Source: an optimization exercise on an open RTL-to-GDS flow (aim: small area). Production flows keep margins and buffers that such runs may drop.
Only simulation tests tie the RTL to the original design; equivalence was not proved.
Power figures rest on the tool's default switching activity, not on a simulated workload.

[flow/design.v]
module peripheral_gpio_apb4 #(
  PDATA_SIZE = 32,   
  PADDR_SIZE = 8
) (
  input                         PRESETn,
  input                         PCLK,
  input                         PSEL,
  input                         PENABLE,
  input      [PADDR_SIZE  -1:0] PADDR,
  input                         PWRITE,
  input      [PDATA_SIZE/8-1:0] PSTRB,
  input      [PDATA_SIZE  -1:0] PWDATA,
  output reg [PDATA_SIZE  -1:0] PRDATA,
  output                        PREADY,
  output                        PSLVERR,
  output reg irq_o,
  input      [PDATA_SIZE  -1:0] gpio_i,
  output reg [PDATA_SIZE  -1:0] gpio_o,
  output reg [PDATA_SIZE  -1:0] gpio_oe
);
  localparam W  = PDATA_SIZE;
  localparam NB = PDATA_SIZE / 8;
  assign PREADY  = 1'b1;
  assign PSLVERR = 1'b0;
  wire rst = ~PRESETn;
  wire wr  = PSEL & PENABLE & PWRITE;
  wire a_mode = (PADDR == 0);
  wire a_dir  = (PADDR == 1);
  wire a_out  = (PADDR == 2) | (PADDR == 3);
  wire a_type = (PADDR == 4);
  wire a_lvl0 = (PADDR == 5);
  wire a_lvl1 = (PADDR == 6);
  wire a_stat = (PADDR == 7);
  wire a_ena  = (PADDR == 8);
  wire [W-1:0] wdat = PWDATA & {W{PRESETn}};
  reg  [W-1:0] rd_q;
  wire [W-1:0] rdat = rd_q & {W{PRESETn}};
  reg          pw_mode, pw_dir, pw_out;
  reg [NB-1:0] pw_strb;
  reg [W-1:0] mode_q, dir_q, out_q;   
  reg [W-1:0] type_q, lvl0_q, lvl1_q, stat_q, ena_q;
  reg [W-1:0] s1, s2, in_q, dly1, dly2;
  wire [W-1:0] mode_d, dir_d, out_d, type_d, lvl0_d, lvl1_d, ena_d;
  genvar b;
  generate
    for (b = 0; b < NB; b = b + 1) begin : g_byte
      wire e_mode = rst | (pw_mode & pw_strb[b]);
      wire e_dir  = rst | (pw_dir  & pw_strb[b]);
      wire e_out  = rst | (pw_out  & pw_strb[b]);
      wire e_type = rst | (wr & a_type & PSTRB[b]);
      wire e_lvl0 = rst | (wr & a_lvl0 & PSTRB[b]);
      wire e_lvl1 = rst | (wr & a_lvl1 & PSTRB[b]);
      wire e_ena  = rst | (wr & a_ena  & PSTRB[b]);
      assign mode_d[b*8+:8] = e_mode ? rdat[b*8+:8] : mode_q[b*8+:8];
      assign dir_d [b*8+:8] = e_dir  ? rdat[b*8+:8] : dir_q [b*8+:8];
      assign out_d [b*8+:8] = e_out  ? rdat[b*8+:8] : out_q [b*8+:8];
      assign type_d[b*8+:8] = e_type ? wdat[b*8+:8] : type_q[b*8+:8];
      assign lvl0_d[b*8+:8] = e_lvl0 ? wdat[b*8+:8] : lvl0_q[b*8+:8];
      assign lvl1_d[b*8+:8] = e_lvl1 ? wdat[b*8+:8] : lvl1_q[b*8+:8];
      assign ena_d [b*8+:8] = e_ena  ? wdat[b*8+:8] : ena_q [b*8+:8];
    end
  endgenerate
  wire [W-1:0] clr;
  generate
    for (b = 0; b < NB; b = b + 1) begin : g_clr
      assign clr[b*8+:8] = PWDATA[b*8+:8] & {8{wr & a_stat & PSTRB[b]}};
    end
  endgenerate
  wire [W-1:0] lvl_val = (type_q & dly1) | (~type_q & in_q);
  wire [W-1:0] hit     = (lvl1_q & lvl_val) | (lvl0_q & ~lvl_val);
  wire [W-1:0] tr      = hit & (~type_q | (dly1 ^ dly2));
  wire [W-1:0] stat_d  = ((stat_q & ~clr) | tr) & {W{PRESETn}};
  reg [W-1:0] rsel;
  always @(*) begin
    case (PADDR)
      0:       rsel = mode_d;
      1:       rsel = dir_d;
      2:       rsel = out_d;
      3:       rsel = in_q;
      4:       rsel = type_q;
      5:       rsel = lvl0_q;
      6:       rsel = lvl1_q;
      7:       rsel = stat_q;
      8:       rsel = ena_q;
      default: rsel = {W{1'b0}};
    endcase
  end
  always @(posedge PCLK) begin
    rd_q    <= wr ? PWDATA : rsel;
    pw_mode <= wr & a_mode;
    pw_dir  <= wr & a_dir;
    pw_out  <= wr & a_out;
    pw_strb <= PSTRB;
    mode_q <= mode_d;
    dir_q  <= dir_d;
    out_q  <= out_d;
    type_q <= type_d;
    lvl0_q <= lvl0_d;
    lvl1_q <= lvl1_d;
    ena_q  <= ena_d;
    stat_q <= stat_d;
    s1   <= gpio_i;
    s2   <= s1;
    in_q <= s2;
    dly1 <= in_q;
    dly2 <= dly1;
  end
  always @(*) begin
    PRDATA  = rd_q;
    gpio_o  = out_q & ~mode_q;
    gpio_oe = dir_q & ~(mode_q & out_q);
  end
  always @(posedge PCLK, negedge PRESETn) begin
    if (!PRESETn) irq_o <= 1'b0;
    else          irq_o <= |(ena_q & stat_q);
  end
endmodule
[flow/run.sh]
#!/bin/bash
# synth_recipe.tcl (not shown) runs the flow's synth.tcl, then flattens the netlist and writes it again
# the make line also repeats each setting of config.mk as NAME=value (left out here)
make -C /OpenROAD-flow-scripts/flow DESIGN_CONFIG=/design/flow/config.mk WORK_HOME=/design/flow/orfs CLKGATE_MAP_FILE= SYNTH_SCRIPT=/design/flow/synth_recipe.tcl finish
[flow/config.mk]
export PLATFORM = sky130hd
export DESIGN_NAME = peripheral_gpio_apb4
export DESIGN_NICKNAME = peripheral_gpio_apb4
export VERILOG_FILES = /design/flow/design.v
export SDC_FILE = /design/flow/constraint.sdc
export NUM_CORES = 4
export LEC_CHECK = 0
export ABC_AREA = 1
export CAP_MARGIN = 20
export CORE_MARGIN = 2
export CORE_UTILIZATION = 40
export CTS_BUF_LIST = sky130_fd_sc_hd__clkbuf_4
export SLEW_MARGIN = 20
[flow/constraint.sdc]
create_clock -name core_clock -period 5.0 [get_ports {PCLK}]
set_input_delay 1.0000 -clock core_clock [delete_from_list [all_inputs] [get_ports {PCLK}]]
set_output_delay 1.0000 -clock core_clock [all_outputs]
set_load 0.01 [all_outputs]
==> out/metrics.csv, run 1 <==
metric,value,unit
status,finished clean,
cts_buffer_depth,3,
io_buffer_count,177,
synth_cells,2161,
globalplace.congestion,0.8979,
finalClockSkew,31.81,ps
p_leak,10.12,nW
cp.required,4000,ps
die_y,216.4,um
worstSetupPathType,reg2out,
std_cell_rows,77,
routed-via-count,15430,
dp_cells,2886,
yosysTopAreaCell,dfxtp_1,
layout-drive-gt1-share,0.1073,
synth_edf_count,128,
fin_setup_tns,0,ps
wl,55380,um
synth.top_cell.area_share,0.3629,
wire_per_inst,17.87,um
cts_resized,0,
hold_buffers,0,
worstSkewPairLatency,830,ps
drv_slew,0,
ir_worst_vdd,0.0001789,V
fin_cells,3100,
syn_area,18040,um2
cap_violations,0,
grt_max_degree,93,
ioPinCount,180,
sequentialPowerShare,0.522,
grt_first_pass_wirelength,84100,um
hold_class,reg2reg,
cts_inserted_buffers,115,
core,44320,um2
grt_pass1_vias,14450,
p_total,7.914,mW
relSlewSlack,0.3985,
antenna_left,0,
dr.first_iter.drc_count,1599,
final_nets,2492,
ys_seq_area_frac,0.5774,
dp_hpwl,38390,um
power.share.clock,0.420,
holdWs,315.4,ps
postCtsSetupBuffers,0,
firstDrtPassIters,6,
ys_seq_elements,456,
pwr-share-comb,0.058,
globalRouteTotalUtil,0.2351,
yosys-top-cells-area,"dfxtp_1 (36%), edfxtp_1 (21%), nand2_1 (13%), nand3_1 (9.3%), inv_1 (4.6%)",
startpoint_type,flop,
start_util,0.4070,
ctsRootBufferMaster,clkbuf_4,
internal_power,6.032,mW
worstMarginPinSlew,900.2,ps
setup_viol,0,
vias_per_cell,4.978,
cts_tree,built,
synthFlopType,dfxtp_1,
hold_viol,0,
arrival,2200,ps
min_period,3200,ps
p_switching,1.882,mW
max_stage_delay,630,ps
synth.distinct_cells,39,
overflow,0,
synthArstFlopShare,0.002193,
dieArea,46810,um2
cp_cell_sequence,a21boi_0 -> clkdlybuf4s50_1,
fill_cells,4305,
yosysWarnings,1,
syn2layout_area_growth,21.95,%
switching_share,0.2378,
clkSinkCount,456,
max_freq,312.5,MHz
finalCritPeriodShare,0.6401,
synth_nets,2242,
worstPathMaxFanout,2,
die_w,216.4,um
cp-end-kind,primary output,
post-route-drc-count,0,
htree_levels,3,
antenna_found_initial,1,
slowest_stage,clkdlybuf4s50_1,
rsz0062_at_grt,no,
p_per_area,359.8,nW/um2
clk_pin_slew,60,ps
avgSynthCellArea,8.347,um2
[layer usage]
layer / GRT usage / share of wire / vias up
met3: 0.05895 / 0.10 / 103
li1: - / - / 7575
met5: 0 / 0 / -
met2: 0.3255 / 0.40 / 740
met1: 0.3441 / 0.46 / 7015
met4: 0.1032 / 0.032 / 0
[cell usage in the layout (no fill, tap or decap), drive strengths merged, types with 2 or more instances in the layout]
cell type      synthesis  layout
a211oi                11      11
dfxtp                327     327
a221oi                 3       3
nor2                 216     216
a21boi                31      31
a31oi                 12      12
nand4                  2       2
clkdlybuf4s50          0     176
clkbuf                20     189
bufinv                 0       3
nand2                622     622
edfxtp               128     128
buf                   64      41
o221ai                 4       4
nand3                336     336
mux2i                  2       2
o21a                   3       3
o211ai                 2       2
o21ai                 46      46
clkinv                 6      26
xor2                   5       5
or2                    8       8
o21bai                 8       8
inv                  222     223
xnor2                  2       2
a22o                   6       6
a21o                   3       3
conb                   2       2
a21oi                 58      58
o31ai                  9       9
[power groups by stage]
stage / clock (mW) / sequential, mW / combinational, mW
final: 3.33 / 4.13 / 0.460
after global routing: 3.63 / 4.15 / 0.503
after CTS: 3.42 / 4.12 / 0.455
after detailed placement: 0 / 4.21 / 0.452
after global placement: 0 / 4.20 / 0.444
after floorplan: 0 / 4.16 / 0.251
[logic make-up (layout without fill, tap and decap cells)]
logic type             after synthesis  count (layout)  synth area share
XOR/XNOR                             7               7          0.003399
buffers and inverters              312             658           0.07346
multiplexers                         2               2          0.001110
flip-flops                         456             456            0.5774
AND/OR/NAND/NOR                   1185            1185            0.2765
other                                2               3         0.0004164
AO/OA/AOI/OAI                      197             197           0.06770
[state kept, by name, indices dropped and copies added, names as in the netlist]
name and cells:
dir_q 32, dly1 32, dly2 32, ena_q 32, in_q 32, irq_o 1, lvl0_q 32, lvl1_q 32
mode_q 32, out_q 32, pw_dir 1, pw_mode 1, pw_out 1, pw_strb 4, rd_q 32, s1 32
s2 32, stat_q 32, type_q 32
[cells in the mapped netlist (all sizes together) (8+ instances only)]
library cell	count
nand2	622
nand3	336
dfxtp	327
inv	222
nor2	216
edfxtp	128
buf	64
a21oi	58
o21ai	46
a21boi	31
clkbuf	20
a31oi	12
a211oi	11
o31ai	9
o21bai	8
or2	8
[stage by stage]
stage	setup WS [ps]	util	area [um2]
floorplan	2258	-	18040
global placement	1459	0.4604	20400
detailed placement	1452	0.4604	20400
CTS	1722	0.4963	21990
global route	1703	0.4963	22000
finish	1800	0.4963	22000
[worst max-delay path, delay by kind of cell (launching register included)]
kind | cells | cell delay (ps)
AO/OA/AOI/OAI | 1 | 420
buffers and inverters | 1 | 630
flip-flops | 1 | 330
[final timing paths]
kind,startpoint,depth (start not counted),slack [ps],to
setup / recovery,dir_q[15],2,1800,gpio_oe[15]
hold / removal,s2[17],0,320,in_q[17]
setup reg to reg,pw_mode,9,3000,rd_q[29]
hold reg to reg,s2[17],0,320,in_q[17]
max in group asynchronous,PRESETn,2,4210,irq_o
min in group asynchronous,PRESETn,2,550,irq_o
[final cells by class]
class	instances	area (um2)	share of cell area
Sequential cell	456	10420	0.4735
Multi-Input combinational cell	1393	6307	0.2867
Timing Repair Buffer	217	2082	0.09465
Clock buffer	189	1419	0.06451
Inverter	228	858.3	0.03902
Tap cell	592	740.7	0.03367
Clock inverter	24	171.4	0.007793
Antenna cell	1	2.502	0.0001138
==> run 2: changes to the inputs <==
--- a/flow/config.mk
+++ b/flow/config.mk
@@ -5,9 +5,7 @@
 export SDC_FILE = /design/flow/constraint.sdc
 export NUM_CORES = 4
 export LEC_CHECK = 0
-export ABC_AREA = 1
 export CAP_MARGIN = 20
 export CORE_MARGIN = 2
 export CORE_UTILIZATION = 40
-export CTS_BUF_LIST = sky130_fd_sc_hd__clkbuf_4
 export SLEW_MARGIN = 20
==> out/metrics.csv, run 2 <==
metric,value,unit,change
status,finished clean,,
dieArea,44500,um2,-4.9%
regArea,10420,um2,unchanged
finalClockSkew,13.37,ps,-18.45 ps
synthFlopType,dfxtp_1,,
placed_area,19590,um2,-4.0%
worstSkewPairLatency,590,ps,-240 ps
final_cell_mix,"dfxtp_1 (327), nand2_1 (178), clkdlybuf4s50_1 (174), edfxtp_1 (128), nor2_1 (91)",,
p_total,8.354,mW,+5.6%
dp_cells,2280,,-21%
avgSynthCellArea,10.68,um2,+28%
drv_slew,0,,unchanged
layout-drive-gt1-share,0.09349,,-0.01381
dr.first_iter.drc_count,1896,,+19%
dp_hpwl,44620,um,+16%
min_period,3463,ps,+262.4 ps
arrival,3740,ps,+1540 ps
syn2layout_area_growth,24.02,%,
worstMarginPinSlew,949.0,ps,+48.86 ps
final_nets,1872,,-25%
die_w,210.9,um,-2.5%
p_per_area,393.2,nW/um2,+9.3%
cp-end-kind,flop,,
cp.required,5280,ps,+1280 ps
fin_cells,2369,,-24%
synth_edf_count,128,,unchanged
synth-xor-area-share,0,,-0.003399
holdWs,325.4,ps,+9.942 ps
hold_buffers,0,,unchanged
setup_viol,0,,unchanged
multi_input_area,6150,um2,-2.5%
rrSetupSlack,2160,ps,-840 ps
cp_cell_sequence,clkdlybuf4s50_1 -> inv_2 -> nor3_4 -> nand2_1 -> o21ai_0 -> buf_4,,
synthTopCellsByCount,"dfxtp_1 (327), nand2_1 (178), edfxtp_1 (128)",,
synthMostInstantiatedCell,dfxtp_1,,
slowest_stage,clkdlybuf4s50_1,,
grt_first_pass_wirelength,89700,um,+6.7%
max_freq,288.8,MHz,-7.6%
hold_class,reg2reg,,
hold_viol,0,,unchanged
synth_nets,1685,,-25%
cap_violations,0,,unchanged
firstDrtPassIters,9,,+3
yosysTopAreaCell,dfxtp_1,,
post-route-drc-count,0,,unchanged
syn_area,17130,um2,-5.0%
final_cell_area,21250,um2,-3.4%
cts_tree,built,,
cts_buffer_depth,3,,unchanged
worstSetupPathType,in2reg,,
fin_setup_tns,0,ps,unchanged
synth-compound-area-share,0.1752,,+0.1075
synth.area.mux_share,0.03491,,+0.03380
synth_top_family_by_area,compound AO/OA/AOI/OAI gates,,
io_buffer_count,177,,unchanged
cts_resized,0,,unchanged
routed-via-count,14380,,-6.8%
wire_per_inst,26.09,um,+46%
finalCritPeriodShare,0.6926,,+0.05248
grt_pass1_vias,13710,,-5.1%
antenna_found_initial,3,,+2
yosys.area_share.adder,0,,unchanged
clkSinkCount,456,,unchanged
grt_max_degree,83,,-11%
synthSimpleGateAreaFrac,0.1483,,-0.1282
overflow,0,,unchanged
synth.top_cell.area_share,0.3821,,+0.01922
yosys-top-cells-area,"dfxtp_1 (38%), edfxtp_1 (22%), nand2_1 (3.9%), a22oi_1 (2.6%), mux2i_1 (2.6%)",,
die_y,210.9,um,-2.5%
start_util,0.4066,,-0.0004390
synthArstFlopShare,0.002193,,unchanged
antenna_left,0,,unchanged
relSlewSlack,0.3650,,-0.03349
cts_inserted_buffers,48,,-58%
core,42130,um2,-4.9%
globalplace.congestion,0.9625,,+7.2%
postCtsSetupBuffers,0,,unchanged
std_cell_rows,75,,-2.6%
p_leak,7.722,nW,-24%
globalRouteTotalUtil,0.2749,,+0.03979
ys_seq_area_frac,0.6080,,+0.03058
yosysWarnings,1,,unchanged
startpoint_type,input pin,,
fill_cells,3788,,-12%
ys_seq_elements,456,,unchanged
worstPathMaxFanout,15,,+13
max_stage_delay,940,ps,+310 ps
ioPinCount,180,,unchanged
wl,61820,um,+12%
htree_levels,2,,-1
rsz0062_at_grt,no,,
synth_cells,1604,,-26%
ir_worst_vdd,0.0002474,V,+38%
clk_pin_slew,60,ps,about the same
vias_per_cell,6.070,,+22%
ctsRootBufferMaster,clkbuf_16,,
synth.distinct_cells,64,,+64%
layout_commonest_cell,dfxtp_1,,
==> run 2: changes by cell type in the layout (fill, tap and decap cells not counted), moves of 60 or more <==
cell      previous run  this run
nand2_1            612       178
nand3_1            335        80
clkbuf_4           189         0
inv_1              221        32
nor2_1             203        91
a22oi_1              0        60
==> run 2: cell families after synthesis <==
logic type             count (synthesis)
AOI/OAI and AO/OA                    441
buffers and inverters                133
DFF                                  456
muxes                                 56
other                                  2
and+or+nand+nor                      516
==> run 2: path summary, 6_finish.rpt <==
path                       cells after the start    endpoint      from
hold / removal                                 0      s2[31]    s1[31]
setup / recovery                               6  lvl0_q[27]  PADDR[2]
max in group asynchronous                      2       irq_o   PRESETn
min in group asynchronous                      2       irq_o   PRESETn
hold reg to reg                                0      s2[31]    s1[31]
setup reg to reg                               7    rd_q[24]   pw_mode
==> run 2: cell type report <==
class	instances	area share
inverters	35	0.006243
diodes	1	0.0001178
multi-input cells	1015	0.2895
clock inverters	17	0.004476
flip-flops and latches	456	0.4902
clock buffers	71	0.07338
repair buffers	235	0.1044
well taps	539	0.03174
==> run 2: report_power, final <==
group / total, mW / internal [mW] / switching [mW] / leakage (nW)
clock: 3.66 / 2.17 / 1.49 / 0.832
combinational: 0.508 / 0.216 / 0.292 / 2.94
sequential: 4.19 / 4.00 / 0.187 / 3.95
==> run 2: per-stage QoR <==
| stage | setup WS, ps | utilization |
|---|---|---|
| 2_1_floorplan | 1786 | - |
| 3_3_place_gp | 1084 | 0.4649 |
| 3_5_place_dp | 1025 | 0.4649 |
| 4_1_cts | 1630 | 0.5042 |
| 5_1_grt | 1473 | 0.5042 |
| 6_report | 1537 | 0.5042 |
==> run 2: critical path: cells and delay by family <==
kind | cells | cell delay, ps
buf+inv | 3 | 1490
simple gates | 2 | 980
compound gates | 1 | 260
==> run 2: routing by layer <==
layer,wire [um],vias to the layer above,global-route usage
met5,12,-,0
met4,2649,2,0.1260
met3,6730,176,0.06467
met2,27040,972,0.4185
met1,25380,6892,0.3720
li1,-,6338,-

[what the ideal ports hide]
No port has a modelled driver above. Below, the same layouts with a new extraction and two added sets of constraints.
Step 1: set_driving_cell puts a clkbuf_16 on PCLK and a buf_2 on each other input, an assumption about the parent block.
Step 2 adds t to the input delays and takes it off the output delays; t is the mean of the earliest and latest rising clock arrival at the registers after step 1. Input paths then give back, and output paths get back, about the clock's delay inside the block.
a / b / c = no drivers / after step 1 / after step 2; a / b = the first two.
run	t (ns)	setup slack, ns	hold WS [ns]	worst data-port slew with drivers (ns)
run 1	0.859	1.800 / 1.754 / 1.422	0.315 / 0.315 / 0.315	0.07
run 2	0.638	1.537 / 1.559 / 0.921	0.325 / 0.325 / 0.325	0.07
After both steps setup and hold are still met in every run listed. For run 2, which loses most, drivers alone change the setup slack by +0.022 ns; drivers and shift together by -0.616 ns.
